This is an optimization exercise on Yosys and OpenROAD, whose aim is small area, not a production implementation.
Only simulation tests tie the RTL to the original design; equivalence was not proved.
Power and IR drop assume default switching activity.

## AHB_master
module AHB_master#(
    parameter ADDR_WIDTH=32,
    parameter DATA_WIDTH=32)
(
    input wire HRESETn,
    input wire HCLK,
    input wire HREADY,
    input wire HRESP,                         
    input wire [DATA_WIDTH-1:0] HRDATA,
    output reg [ADDR_WIDTH-1:0] HADDR,
    output reg HWRITE,
    output reg [2:0] HSIZE,
    output wire [2:0] HBURST,
    output wire [3:0] HPROT,
    output reg [1:0] HTRANS,
    output wire HMASTLOCK,
    output reg [DATA_WIDTH-1:0] HWDATA,
    input wire cmd_valid,
    input wire cmd_write,
    input wire [ADDR_WIDTH-1:0] cmd_addr,
    input wire [DATA_WIDTH-1:0] cmd_wdata,
    input wire [7:0] cmd_len,
    input wire [2:0] cmd_size,
    output wire cmd_ready,
    output wire resp_valid,
    output reg [DATA_WIDTH-1:0] resp_rdata,
    output reg resp_err
);
For scale: about 150 flip-flops, ~230 I/O pins.
Settings: LEC_CHECK=0, CAP_MARGIN=20, CORE_MARGIN=2, CORE_UTILIZATION=40, SLEW_MARGIN=20; clock period 5.0 ns.
run.sh (not shown) runs the stock make flow with config.mk's settings and CLKGATE_MAP_FILE= SYNTH_SCRIPT=/design/flow/synth_recipe.tcl, a recipe that flattens the netlist after the stock synthesis.
The first run finished clean.
Edit:
Settings changed: ABC_AREA from default to 1.
Outcome:
- wire length climbs by about 1.7%
- final cell count climbs by about 17%
- sequential share of layout area drops by 1.4 points

---

## job 101
Another version of the RTL of AHB_master (not shown whole).
Size: about 460 cells after synthesis, about 150 flip-flops.
## AHB_master
module AHB_master#(
    parameter ADDR_WIDTH=32,
    parameter DATA_WIDTH=32)
(
    input wire HRESETn,
    input wire HCLK,
    input wire HREADY,
    input wire HRESP,                         
    input wire [DATA_WIDTH-1:0] HRDATA,
    output reg [ADDR_WIDTH-1:0] HADDR,
    output reg HWRITE,
    output reg [2:0] HSIZE,
    output wire [2:0] HBURST,
    output wire [3:0] HPROT,
    output reg [1:0] HTRANS,
    output wire HMASTLOCK,
    output reg [DATA_WIDTH-1:0] HWDATA,
    input wire cmd_valid,
    input wire cmd_write,
    input wire [ADDR_WIDTH-1:0] cmd_addr,
    input wire [DATA_WIDTH-1:0] cmd_wdata,
    input wire [7:0] cmd_len,
    input wire [2:0] cmd_size,
    output wire cmd_ready,
    output wire resp_valid,
    output reg [DATA_WIDTH-1:0] resp_rdata,
    output reg resp_err
);
    reg ph;                          
    reg burst;                       
    reg [7:0] beat_count;            
    reg [DATA_WIDTH-1:0] wdata_reg;  
    wire idle    = ~(HTRANS[1] | HTRANS[0]);
    wire accept  = idle & cmd_valid;
    wire data_st = ~idle & ph;
    wire last    = ~|beat_count[7:1];
    wire step    = data_st & HREADY & ~last;
    wire [7:0] onehot = 8'd1 << HSIZE;
    wire [7:0] inc = step ? onehot : 8'd0;
    wire [31:0] cy;
    wire [8:0] tl;
    assign tl[0] = 1'b0;
    genvar gi;
    generate for (gi = 0; gi < 8; gi = gi + 1) begin : g_tl
        assign tl[gi+1] = (onehot[gi] | tl[gi]) & HADDR[gi];
    end endgenerate
    wire p1 = &HADDR[15:8];
    wire p2 = &HADDR[23:16];
    wire [3:1] cin;
  ...
clock: 5.0 ns
lec_check: 0
cap_margin: 20
core_margin: 2
core_utilization: 60
slew_margin: 20
standard.sh (not shown) runs the stock make flow with config.mk's settings and CLKGATE_MAP_FILE= SYNTH_SCRIPT=/design/flow/synth_recipe.tcl, a recipe that flattens the netlist after the stock synthesis.
==> flow/flow/run.sh <==
#!/bin/bash
# The standard layout, with smaller port buffers (buf_1), a clock tree of
# small clock buffers without dummy loads, and the tie cells left as synthesis
# made them.
set -euo pipefail
export BUFFER_PORTS_ARGS="-buffer_cell sky130_fd_sc_hd__buf_1"
export CTS_ARGS="-sink_clustering_enable -repair_clock_nets -dont_use_dummy_load -buf_list sky130_fd_sc_hd__clkbuf_4 -sink_clustering_size 8"
export SKIP_REPAIR_TIE_FANOUT=1
bash standard.sh > standard_flow.log 2>&1
The final layout from job 101, which completed every stage, passed the timing, DRC and antenna checks at the end of the flow.
## Diff of input files: job 102 against job 101
==> flow/flow/run.sh <==
#!/bin/bash
# Layout flow: the standard synthesis; then the combinational logic between
# the registers re-mapped by ABC for area (flow/resynth.ys: registers, half
# adders and tie cells kept as synthesis made them, with their names); then
# the standard layout, with buf_1 port buffers, a clock tree of small clock
# buffers without dummy loads, and the tie cells left as synthesis made them.
set -euo pipefail
here=$(pwd)
res=$here/orfs/results/$FLOW_PLATFORM/AHB_master/base
platform=$FLOW_HOME/platforms/$FLOW_PLATFORM
lib=$platform/lib/sky130_fd_sc_hd__tt_025C_1v80.lib

bash standard.sh synth > synth_flow.log 2>&1

cp "$res/1_2_yosys.v" "$here/std_synth.v"
dont_use=$(sed -n '/DONT_USE_CELLS += /,/^#/p' "$platform/config.mk" \
  | grep -o 'sky130_fd_sc_hd__[a-z0-9_]*' | sed 's/^/-dont_use /' | tr '\n' ' ')
sed -e "s#@LIB@#$lib#g" -e "s#@DONT_USE@#$dont_use#" \
    -e "s#@IN@#$here/std_synth.v#" -e "s#@OUT@#$here/resynth.v#" \
    flow/resynth.ys > resynth_run.ys
yosys -s resynth_run.ys > resynth.log 2>&1
cp "$here/resynth.v" "$res/1_2_yosys.v"
rm -f "$res/1_synth.odb" "$res/1_synth.sdc"

export BUFFER_PORTS_ARGS="-buffer_cell sky130_fd_sc_hd__buf_1"
export CTS_ARGS="-sink_clustering_enable -repair_clock_nets -dont_use_dummy_load -buf_list sky130_fd_sc_hd__clkbuf_4"
export SKIP_REPAIR_TIE_FANOUT=1
bash standard.sh > standard_flow.log 2>&1
==> flow/flow/resynth.ys (new file) <==
# Re-map the combinational logic of the standard synthesis for area.
# Registers, half adders and tie cells stay the cells synthesis made, with
# their names; only the logic between them is mapped again by ABC.
read_liberty -ignore_miss_func @LIB@
read_verilog @IN@
hierarchy -top AHB_master
blackbox sky130_fd_sc_hd__df* sky130_fd_sc_hd__edf* sky130_fd_sc_hd__ha_* sky130_fd_sc_hd__fa_* sky130_fd_sc_hd__conb_1
flatten
opt_clean
abc -liberty @LIB@ @DONT_USE@ -script "+strash;dch -f;amap;topo"
opt_clean -purge
setundef -zero
splitnets
insbuf -buf sky130_fd_sc_hd__buf_4 A X
opt_clean -purge
stat -liberty @LIB@
write_verilog -noattr -nohex -nodec @OUT@
Job 102 finished every stage and its layout cleared the timing, DRC and antenna checks.
Number of nets in the layout was lower in the run labelled job 102.
Summary: with job 101 as the reference, instance area after placement in job 102 moved down by a few percent.
Routed wire length up about 2.3% in job 102 wrt job 101
[compare] base=job 101 new=job 102: number of inverters outside the clock class in the layout now larger; final worst-path cycle share went up 6.5 points; number of cell rows went up; fraction of power spent switching nets level.
Modified inputs, job 103 compared to job 102
Settings: CAP_MARGIN: 20 -> 0; CORE_UTILIZATION: 60 -> 50; SLEW_MARGIN: 20 -> 0.
-- flow/flow/run.sh --
<<< job 102, line 4
# adders and tie cells kept as synthesis made them, with their names); then
# the standard layout, with buf_1 port buffers, a clock tree of small clock
# buffers without dummy loads, and the tie cells left as synthesis made them.
set -euo pipefail
here=$(pwd)
>>> job 103, line 4
# adders and tie cells kept as synthesis made them, with their names); then
# the standard layout, with buf_1 port buffers, a clock tree of small clock
# buffers without dummy loads, and the tie-high and tie-low cells merged into
# one cell (flow/merge_ties.py) and left where synthesis put them.
set -euo pipefail
here=$(pwd)
<<< job 102, line 20
    flow/resynth.ys > resynth_run.ys
yosys -s resynth_run.ys > resynth.log 2>&1
cp "$here/resynth.v" "$res/1_2_yosys.v"
rm -f "$res/1_synth.odb" "$res/1_synth.sdc"
>>> job 103, line 21
    flow/resynth.ys > resynth_run.ys
yosys -s resynth_run.ys > resynth.log 2>&1
python3 flow/merge_ties.py "$here/resynth.v" > merge_ties.log 2>&1
cp "$here/resynth.v" "$res/1_2_yosys.v"
rm -f "$res/1_synth.odb" "$res/1_synth.sdc"
==> flow/flow/merge_ties.py (new file) <==
"""Merge the tie-high and tie-low cells of a netlist into one conb_1 cell,
which drives its HI and LO outputs at once. Leaves the netlist as it is unless
it has exactly one tie-high-only and one tie-low-only conb_1 cell."""
import re
import sys

path = sys.argv[1]
text = open(path).read()
pat = re.compile(r"  sky130_fd_sc_hd__conb_1 (\S+) \(\n\s*\.(HI|LO)\(([^()]*)\)\n  \);\n")
ties = list(pat.finditer(text))
hi = [m for m in ties if m.group(2) == "HI"]
lo = [m for m in ties if m.group(2) == "LO"]
if len(ties) == 2 and len(hi) == 1 and len(lo) == 1:
    h, l = hi[0], lo[0]
    merged = (f"  sky130_fd_sc_hd__conb_1 {h.group(1)} (\n"
              f"    .HI({h.group(3)}),\n    .LO({l.group(3)})\n  );\n")
    parts = sorted([(h.start(), h.end(), merged), (l.start(), l.end(), "")], reverse=True)
    for start, end, new in parts:
        text = text[:start] + new + text[end:]
    open(path, "w").write(text)
    print("merged tie cells", h.group(1), "and", l.group(1))
else:
    print("tie cells left as they are:", len(ties))
-- flow/flow/resynth.ys --
<<< job 102, line 8
flatten
opt_clean
abc -liberty @LIB@ @DONT_USE@ -script "+strash;dch -f;amap;topo"
opt_clean -purge
setundef -zero
>>> job 103, line 8
flatten
opt_clean
abc -liberty @LIB@ @DONT_USE@ -script "+strash;dch -f;amap -m;topo"
opt_clean -purge
setundef -zero
[summary]
Re routability congestion estimate: job 102 was higher than job 103. The met2 routing resource usage after global routing in job 103 was lower than what job 102 gave. Re total routing usage reported by global routing: job 102 was higher than job 103. From job 102 to job 103 the numbers moved as follows: routing usage on met3 now smaller; area after synthesis shows no meaningful change. Going from job 102 to job 103, post-layout instance area grew by about 0.44%; via total after detailed routing shrank by 36. [job 103] wire length rose 1.4% relative to job 102. Job 103 vs. job 102: clock network fraction of total power +0.3 points; detailed placement HPWL decreased 0.94%.

-- separate check: timing with driven ports --
The flow's constraints put no driver on any port. The routed layouts listed below were extracted and timed again, unchanged, in two steps. Step 1: set_driving_cell puts a clkbuf_16 on HCLK and a buf_2 on each other input, an assumption about the parent block. Step 2, shift: input delay + t, output delay - t, t = (earliest + latest rising clock arrival at the registers) / 2. This alone moves slack from input paths to output paths. Slacks: ideal ports / drivers / drivers and shift; pairs: ideal ports / drivers.
| run | t (ns) | setup WS [ns] | clock arrival spread, ns | cell pins on the clock port's net |
|---|---|---|---|---|
| the first run of note 1 | 0.456 | 1.279 / 1.268 / 0.812 | 0.008 / 0.007 | 1 |
| the second run of note 1 | 0.453 | 2.098 / 2.059 / 1.786 | 0.012 / 0.013 | 1 |
| job 101 | 0.530 | 0.819 / 0.819 / 0.505 | 0.026 / 0.027 | 1 |
| job 102 | 0.530 | 0.495 / 0.495 / 0.495 | 0.037 / 0.037 | 1 |
| job 103 | 0.537 | 0.387 / 0.387 / 0.387 | 0.030 / 0.030 | 1 |
After both steps setup and hold are still met in every run listed. For the first run of note 1, which loses most, drivers alone change the setup slack by -0.011 ns; drivers and shift together by -0.467 ns.
